What follows belongs to an exercise in optimizing a design on an open flow for small area and a short achievable clock period; a production flow would make more cautious choices.
Power is estimated from default activity; no workload was simulated.

==> v7: inputs <==
==> flow/design.v <==
module ADDER_TREE #(parameter DATA_IN_WIDTH = 8, DATA_OUT_WIDTH = 16)
  (clk, rst_n, ena, data_in1, data_in2, data_out, done, pipe);
  input clk, rst_n, ena;
  input [DATA_IN_WIDTH - 1:0] data_in1, data_in2;
  output [DATA_OUT_WIDTH:0] data_out;
  output done;
  output [6:0] pipe;
  reg        done;
  reg [6:0]  pipe;
  function [8:0] bpp;
    input [7:0] a;
    input [2:0] bits;    
    reg one, two;
    begin
      one = bits[1] ^ bits[0];
      two = (bits[2] & ~bits[1] & ~bits[0]) | (~bits[2] & bits[1] & bits[0]);
      bpp = (({9{one}} & {a[7], a}) | ({9{two}} & {a, 1'b0})) ^ {9{bits[2]}};
    end
  endfunction
  reg [7:0] a1, b1;
  always @(posedge clk)
    if (ena) begin
      a1 <= data_in1;
      b1 <= data_in2;
    end
  wire [8:0]  pp0 = bpp(a1, {b1[1:0], 1'b0});
  wire [8:0]  pp1 = bpp(a1, b1[3:1]);
  wire [11:0] s2  = {{3{pp0[8]}}, pp0} + {{1{pp1[8]}}, pp1, 1'b0, b1[1]};
  reg  [11:0] x2;
  reg  [7:0]  a2;
  reg  [7:3]  b2;
  always @(posedge clk) begin
    x2 <= s2;
    a2 <= a1;
    b2 <= b1[7:3];
  end
  wire [8:0]  pp2 = bpp(a2, b2[5:3]);
  wire [13:0] s3  = {{2{x2[11]}}, x2} + {{{1{pp2[8]}}, pp2, 1'b0, b2[3]}, 2'b0};
  reg  [13:0] x3;
  reg  [7:0]  a3;
  reg  [7:5]  b3;
  always @(posedge clk) begin
    x3 <= s3;
    a3 <= a2;
    b3 <= b2[7:5];
  end
  wire [8:0]  pp3 = bpp(a3, b3[7:5]);
  wire [15:0] s4  = {{2{x3[13]}}, x3} + {{{1{pp3[8]}}, pp3, 1'b0, b3[5]}, 4'b0};
  reg  [15:0] x4;
  reg  [7:0]  a4;
  reg         b4;
  always @(posedge clk) begin
    x4 <= s4;
    a4 <= a3;
    b4 <= b3[7];
  end
  wire [15:0] s5 = x4 + {a4 & {8{b4}}, 1'b0, b4, 6'b0};
  reg  [15:0] x5, x6, x7;
  always @(posedge clk) begin
    x5 <= s5;
    x6 <= x5;
    x7 <= x6;
  end
  reg [15:0] p8;
  always @(posedge clk or negedge rst_n) begin
    if (!rst_n) begin
      pipe <= 7'b0;
      done <= 1'b0;
      p8   <= 16'b0;
    end else begin
      pipe <= {pipe[5:0], pipe[0] | ena};
      done <= pipe[6];
      p8   <= x7 & {16{pipe[6]}};
    end
  end
  assign data_out = {p8[15], p8};
endmodule
==> flow/run.sh <==
#!/bin/bash
# synth_recipe.tcl (not shown) runs the flow's synth.tcl, then flattens the netlist and writes it again
# the make line also repeats each setting of config.mk as NAME=value (left out here)
make -C /OpenROAD-flow-scripts/flow DESIGN_CONFIG=/design/flow/config.mk WORK_HOME=/design/flow/orfs CLKGATE_MAP_FILE= SYNTH_SCRIPT=/design/flow/synth_recipe.tcl finish
==> flow/config.mk <==
export PLATFORM = sky130hd
export DESIGN_NAME = ADDER_TREE
export DESIGN_NICKNAME = ADDER_TREE
export VERILOG_FILES = /design/flow/design.v
export SDC_FILE = /design/flow/constraint.sdc
export NUM_CORES = 4
export LEC_CHECK = 0
export CAP_MARGIN = 20
export CORE_MARGIN = 2
export CORE_UTILIZATION = 40
export CTS_BUF_LIST = sky130_fd_sc_hd__clkbuf_4 sky130_fd_sc_hd__clkbuf_8
export SLEW_MARGIN = 20
==> flow/constraint.sdc <==
create_clock -name core_clock -period 4.0 [get_ports {clk}]
set_input_delay 0.8000 -clock core_clock [delete_from_list [all_inputs] [get_ports {clk}]]
set_output_delay 0.8000 -clock core_clock [all_outputs]
set_load 0.01 [all_outputs]
==> v23: changes against v7 <==
==> flow/design.v (replaced) <==
module ADDER_TREE #(parameter DATA_IN_WIDTH = 8, DATA_OUT_WIDTH = 16)
  (clk, rst_n, ena, data_in1, data_in2, data_out, done, pipe);
  input clk, rst_n, ena;
  input [DATA_IN_WIDTH - 1:0] data_in1, data_in2;
  output [DATA_OUT_WIDTH:0] data_out;
  output done;
  output [6:0] pipe;
  reg        done;
  reg [6:0]  pipe;
  reg [7:0]  a1, b1;
  always @(posedge clk)
    if (ena) begin
      a1 <= data_in1;
      b1 <= data_in2;
    end
  wire [9:0] s2 = {{2{a1[7] & b1[0]}}, a1 & {8{b1[0]}}}
      + {{1{a1[7] & b1[1]}}, a1 & {8{b1[1]}}, 1'b0};
  reg  [9:0] x2;
  reg  [7:0] a2;
  reg  [7:2] b2;
  always @(posedge clk) begin
    x2 <= s2;
    a2 <= a1;
    b2 <= b1[7:2];
  end
  wire [11:0] s3 = {{2{x2[9]}}, x2}
      + {{2{a2[7] & b2[2]}}, a2 & {8{b2[2]}}, 2'b0}
      + {{1{a2[7] & b2[3]}}, a2 & {8{b2[3]}}, 3'b0};
  reg  [11:0] x3;
  reg  [7:0] a3;
  reg  [7:4] b3;
  always @(posedge clk) begin
    x3 <= s3;
    a3 <= a2;
    b3 <= b2[7:4];
  end
  wire [13:0] s4 = {{2{x3[11]}}, x3}
      + {{2{a3[7] & b3[4]}}, a3 & {8{b3[4]}}, 4'b0}
      + {{1{a3[7] & b3[5]}}, a3 & {8{b3[5]}}, 5'b0};
  reg  [13:0] x4;
  reg  [7:0] a4;
  reg  [7:6] b4;
  always @(posedge clk) begin
    x4 <= s4;
    a4 <= a3;
    b4 <= b3[7:6];
  end
  wire [15:0] s5 = {{2{x4[13]}}, x4}
      + {{2{a4[7] & b4[6]}}, a4 & {8{b4[6]}}, 6'b0}
      + {{1{a4[7] & b4[7]}}, a4 & {8{b4[7]}}, 7'b0};
  reg  [15:0] x5;
  always @(posedge clk) begin
    x5 <= s5;
  end
  reg  [15:0] x6;
  always @(posedge clk) x6 <= x5;
  reg  [15:0] x7;
  always @(posedge clk) x7 <= x6;
  reg [15:0] p8;
  always @(posedge clk or negedge rst_n) begin
    if (!rst_n) begin
      pipe <= 7'b0;
      done <= 1'b0;
      p8   <= 16'b0;
    end else begin
      pipe <= {pipe[5:0], pipe[0] | ena};
      done <= pipe[6];
      p8   <= x7 & {16{pipe[6]}};
    end
  end
  assign data_out = {p8[15], p8};
endmodule
Settings changed: ABC_CLOCK_PERIOD_IN_PS set to 2000, SETUP_SLACK_MARGIN set to 1.5.
==> v22: changes against v7 <==
==> flow/design.v (replaced) <==
module ADDER_TREE #(parameter DATA_IN_WIDTH = 8, DATA_OUT_WIDTH = 16)
  (clk, rst_n, ena, data_in1, data_in2, data_out, done, pipe);
  input clk, rst_n, ena;
  input [DATA_IN_WIDTH - 1:0] data_in1, data_in2;
  output [DATA_OUT_WIDTH:0] data_out;
  output done;
  output [6:0] pipe;
  reg        done;
  reg [6:0]  pipe;
  reg [7:0] a1, b1;
  always @(posedge clk)
    if (ena) begin
      a1 <= data_in1;
      b1 <= data_in2;
    end
  wire       s0 = a1[7] & b1[0];
  wire       s1 = a1[7] & b1[1];
  reg  [9:0] x2;
  reg  [7:0] a2;
  reg  [7:2] b2;
  always @(posedge clk) begin
    x2 <= {1'b0, ~s0, s0, a1[6:0] & {7{b1[0]}}}
        + {~s1, a1[6:0] & {7{b1[1]}}, 1'b0};
    a2 <= a1;
    b2 <= b1[7:2];
  end
  reg  [10:0] x3;
  reg  [7:0]  a3;
  reg  [7:3]  b3;
  always @(posedge clk) begin
    x3 <= {1'b0, x2} + {~(a2[7] & b2[2]), a2[6:0] & {7{b2[2]}}, 2'b0};
    a3 <= a2;
    b3 <= b2[7:3];
  end
  reg  [11:0] x4;
  reg  [7:0]  a4;
  reg  [7:4]  b4;
  always @(posedge clk) begin
    x4 <= {1'b0, x3} + {~(a3[7] & b3[3]), a3[6:0] & {7{b3[3]}}, 3'b0};
    a4 <= a3;
    b4 <= b3[7:4];
  end
  reg  [12:0] x5;
  reg  [7:0]  a5;
  reg  [7:5]  b5;
  always @(posedge clk) begin
    x5 <= {1'b0, x4} + {~(a4[7] & b4[4]), a4[6:0] & {7{b4[4]}}, 4'b0};
    a5 <= a4;
    b5 <= b4[7:5];
  end
  reg  [13:0] x6;
  reg  [7:0]  a6;
  reg  [7:6]  b6;
  always @(posedge clk) begin
    x6 <= {1'b0, x5} + {~(a5[7] & b5[5]), a5[6:0] & {7{b5[5]}}, 5'b0};
    a6 <= a5;
    b6 <= b5[7:6];
  end
  reg  [14:0] x7;
  reg  [7:0]  a7;
  reg         b7;
  always @(posedge clk) begin
    x7 <= {1'b0, x6} + {~(a6[7] & b6[6]), a6[6:0] & {7{b6[6]}}, 6'b0};
    a7 <= a6;
    b7 <= b6[7];
  end
  wire [15:0] x8 = ({1'b0, x7} + {~(a7[7] & b7), a7[6:0] & {7{b7}}, 7'b0})
                   ^ 16'h8000;
  reg  [15:0] p8;
  always @(posedge clk or negedge rst_n) begin
    if (!rst_n) begin
      pipe <= 7'b0;
      done <= 1'b0;
      p8   <= 16'b0;
    end else begin
      pipe <= {pipe[5:0], pipe[0] | ena};
      done <= pipe[6];
      p8   <= x8 & {16{pipe[6]}};
    end
  end
  assign data_out = {p8[15], p8};
endmodule
==> flow/flow/run.sh (new file) <==
#!/bin/bash
# The standard layout (standard.sh) with three changes to how it is made:
# plain buffers on the ports instead of the delay cells buffer_ports picks
# by default, and clock tree synthesis with larger sink clusters and without
# dummy loads.
set -euo pipefail
export BUFFER_PORTS_ARGS="-buffer_cell sky130_fd_sc_hd__buf_1"
export CTS_ARGS="-sink_clustering_enable -repair_clock_nets -dont_use_dummy_load -buf_list {sky130_fd_sc_hd__clkbuf_8}"
bash standard.sh > standard_make.log 2>&1
==> flow/standard.sh (new file) <==
#!/bin/bash
# synth_recipe.tcl (not shown) runs the flow's synth.tcl, then flattens the netlist and writes it again
# the make line also repeats each setting of config.mk as NAME=value (left out here)
make -C /OpenROAD-flow-scripts/flow DESIGN_CONFIG=/design/flow/config.mk WORK_HOME=/design/flow/orfs CLKGATE_MAP_FILE= SYNTH_SCRIPT=/design/flow/synth_recipe.tcl "${@:-finish}"
Settings changed: CTS_BUF_LIST sky130_fd_sc_hd__clkbuf_4 sky130_fd_sc_hd__clkbuf_8 to unset, SETUP_SLACK_MARGIN set to 1.9.
removed: flow/run.sh
==> v37: changes against v7 <==
==> flow/design.v (replaced) <==
module ADDER_TREE #(parameter DATA_IN_WIDTH = 8, DATA_OUT_WIDTH = 16)
  (clk, rst_n, ena, data_in1, data_in2, data_out, done, pipe);
  input clk, rst_n, ena;
  input [DATA_IN_WIDTH - 1:0] data_in1, data_in2;
  output [DATA_OUT_WIDTH:0] data_out;
  output done;
  output [6:0] pipe;
  reg        done;
  reg [6:0]  pipe;
  reg [7:0] a1, b1;
  always @(posedge clk)
    if (ena) begin
      a1 <= data_in1;
      b1 <= data_in2;
    end
  wire       s0 = a1[7] & b1[0];
  wire       s1 = a1[7] & b1[1];
  reg  [9:0] x2;
  reg  [7:0] a2;
  reg  [7:2] b2;
  always @(posedge clk) begin
    x2 <= {1'b0, ~s0, s0, a1[6:0] & {7{b1[0]}}}
        + {~s1, a1[6:0] & {7{b1[1]}}, 1'b0};
    a2 <= a1;
    b2 <= b1[7:2];
  end
  reg  [10:0] x3;
  reg  [7:0]  a3;
  reg  [7:3]  b3;
  always @(posedge clk) begin
    x3 <= {1'b0, x2} + {~(a2[7] & b2[2]), a2[6:0] & {7{b2[2]}}, 2'b0};
    a3 <= a2;
    b3 <= b2[7:3];
  end
  reg  [11:0] x4;
  reg  [7:0]  a4;
  reg  [7:4]  b4;
  always @(posedge clk) begin
    x4 <= {1'b0, x3} + {~(a3[7] & b3[3]), a3[6:0] & {7{b3[3]}}, 3'b0};
    a4 <= a3;
    b4 <= b3[7:4];
  end
  reg  [12:0] x5;
  reg  [7:0]  a5;
  reg  [7:5]  b5;
  always @(posedge clk) begin
    x5 <= {1'b0, x4} + {~(a4[7] & b4[4]), a4[6:0] & {7{b4[4]}}, 4'b0};
    a5 <= a4;
    b5 <= b4[7:5];
  end
  reg  [13:0] x6;
  reg  [7:0]  a6;
  reg  [7:6]  b6;
  always @(posedge clk) begin
    x6 <= {1'b0, x5} + {~(a5[7] & b5[5]), a5[6:0] & {7{b5[5]}}, 5'b0};
    a6 <= a5;
    b6 <= b5[7:6];
  end
  reg  [14:0] x7;
  reg  [7:0]  a7;
  reg         b7;
  always @(posedge clk) begin
    x7 <= {1'b0, x6} + {~(a6[7] & b6[6]), a6[6:0] & {7{b6[6]}}, 6'b0};
    a7 <= a6;
    b7 <= b6[7];
  end
  wire [15:0] x8 = ({1'b0, x7} + {~(a7[7] & b7), a7[6:0] & {7{b7}}, 7'b0})
                   ^ 16'h8000;
  reg  [15:0] p8;
  always @(posedge clk or negedge rst_n) begin
    if (!rst_n) begin
      pipe <= 7'b0;
      done <= 1'b0;
      p8   <= 16'b0;
    end else begin
      pipe <= {pipe[5:0], pipe[0] | ena};
      done <= pipe[6];
      p8   <= x8 & {16{pipe[6]}};
    end
  end
  assign data_out = {p8[15], p8};
endmodule
==> flow/flow/run.sh (new file) <==
#!/bin/bash
# The standard layout (standard.sh) with three changes to how it is made:
# plain buffers on the ports instead of the delay cells buffer_ports picks
# by default, and clock tree synthesis with larger sink clusters and without
# dummy loads.
set -euo pipefail
export BUFFER_PORTS_ARGS="-buffer_cell sky130_fd_sc_hd__buf_1"
export CTS_ARGS="-sink_clustering_enable -repair_clock_nets -dont_use_dummy_load -buf_list {sky130_fd_sc_hd__clkbuf_8}"
bash standard.sh > standard_make.log 2>&1
==> flow/standard.sh (new file) <==
#!/bin/bash
# synth_recipe.tcl (not shown) runs the flow's synth.tcl, then flattens the netlist and writes it again
# the make line also repeats each setting of config.mk as NAME=value (left out here)
make -C /OpenROAD-flow-scripts/flow DESIGN_CONFIG=/design/flow/config.mk WORK_HOME=/design/flow/orfs CLKGATE_MAP_FILE= SYNTH_SCRIPT=/design/flow/synth_recipe.tcl "${@:-finish}"
Settings changed: CORE_UTILIZATION 40 to 60, CTS_BUF_LIST sky130_fd_sc_hd__clkbuf_4 sky130_fd_sc_hd__clkbuf_8 to unset, SETUP_SLACK_MARGIN set to 1.9.
removed: flow/run.sh
==> notes <==
In total power, v22 and v37 hardly differ.
In v37 the flip-flop and latch count is higher than in v23, by 24.
In v23 the sequential power is smaller than in v7, by about 8%.
Register-to-register slack: v7 < v23 < v22 < v37.
Clock power: v7 is larger than v37 (about 40%).
Sequential share of layout area: v23 is lower than v22 (4.6 points).
Die area, lowest first: v37, v23, v22, v7.
Non-clock buffer count: v23 < v7 < v22 < v37.
No run of this note included a check of the RTL's function; only the layout flow was run.

[static timing again, ports no longer ideal]
In the flow no input, the clock included, has a driving cell. The finished layouts below were timed again as built, in two steps.
Step 1: set_driving_cell puts a clkbuf_16 on clk and a buf_2 on each other input, an assumption about the parent block.
Step 2 adds t to the input delays and takes it off the output delays; t is the mean of the earliest and latest rising clock arrival at the registers after step 1. Input paths then give back, and output paths get back, about the clock's delay inside the block.
Three values: ideal ports, drivers, drivers and shift; two values: the first two.
run | t, ns | setup WS [ns] | worst hold slack (ns) | slew at the worst register clock pin (ns) | worst data-port slew with drivers (ns)
v7 | 0.479 | 0.993 / 0.993 / 0.993 | 0.325 / 0.312 / 0.328 | 0.10 / 0.10 | 0.04
v23 | 0.463 | 1.630 / 1.617 / 1.630 | 0.327 / 0.323 / 0.327 | 0.08 / 0.08 | 0.03
v22 | 0.481 | 1.944 / 1.944 / 1.944 | 0.310 / 0.296 / 0.312 | 0.09 / 0.09 | 0.03
v37 | 0.466 | 1.999 / 1.987 / 1.999 | 0.320 / 0.320 / 0.320 | 0.08 / 0.08 | 0.03
After both steps every run listed still meets setup and hold.
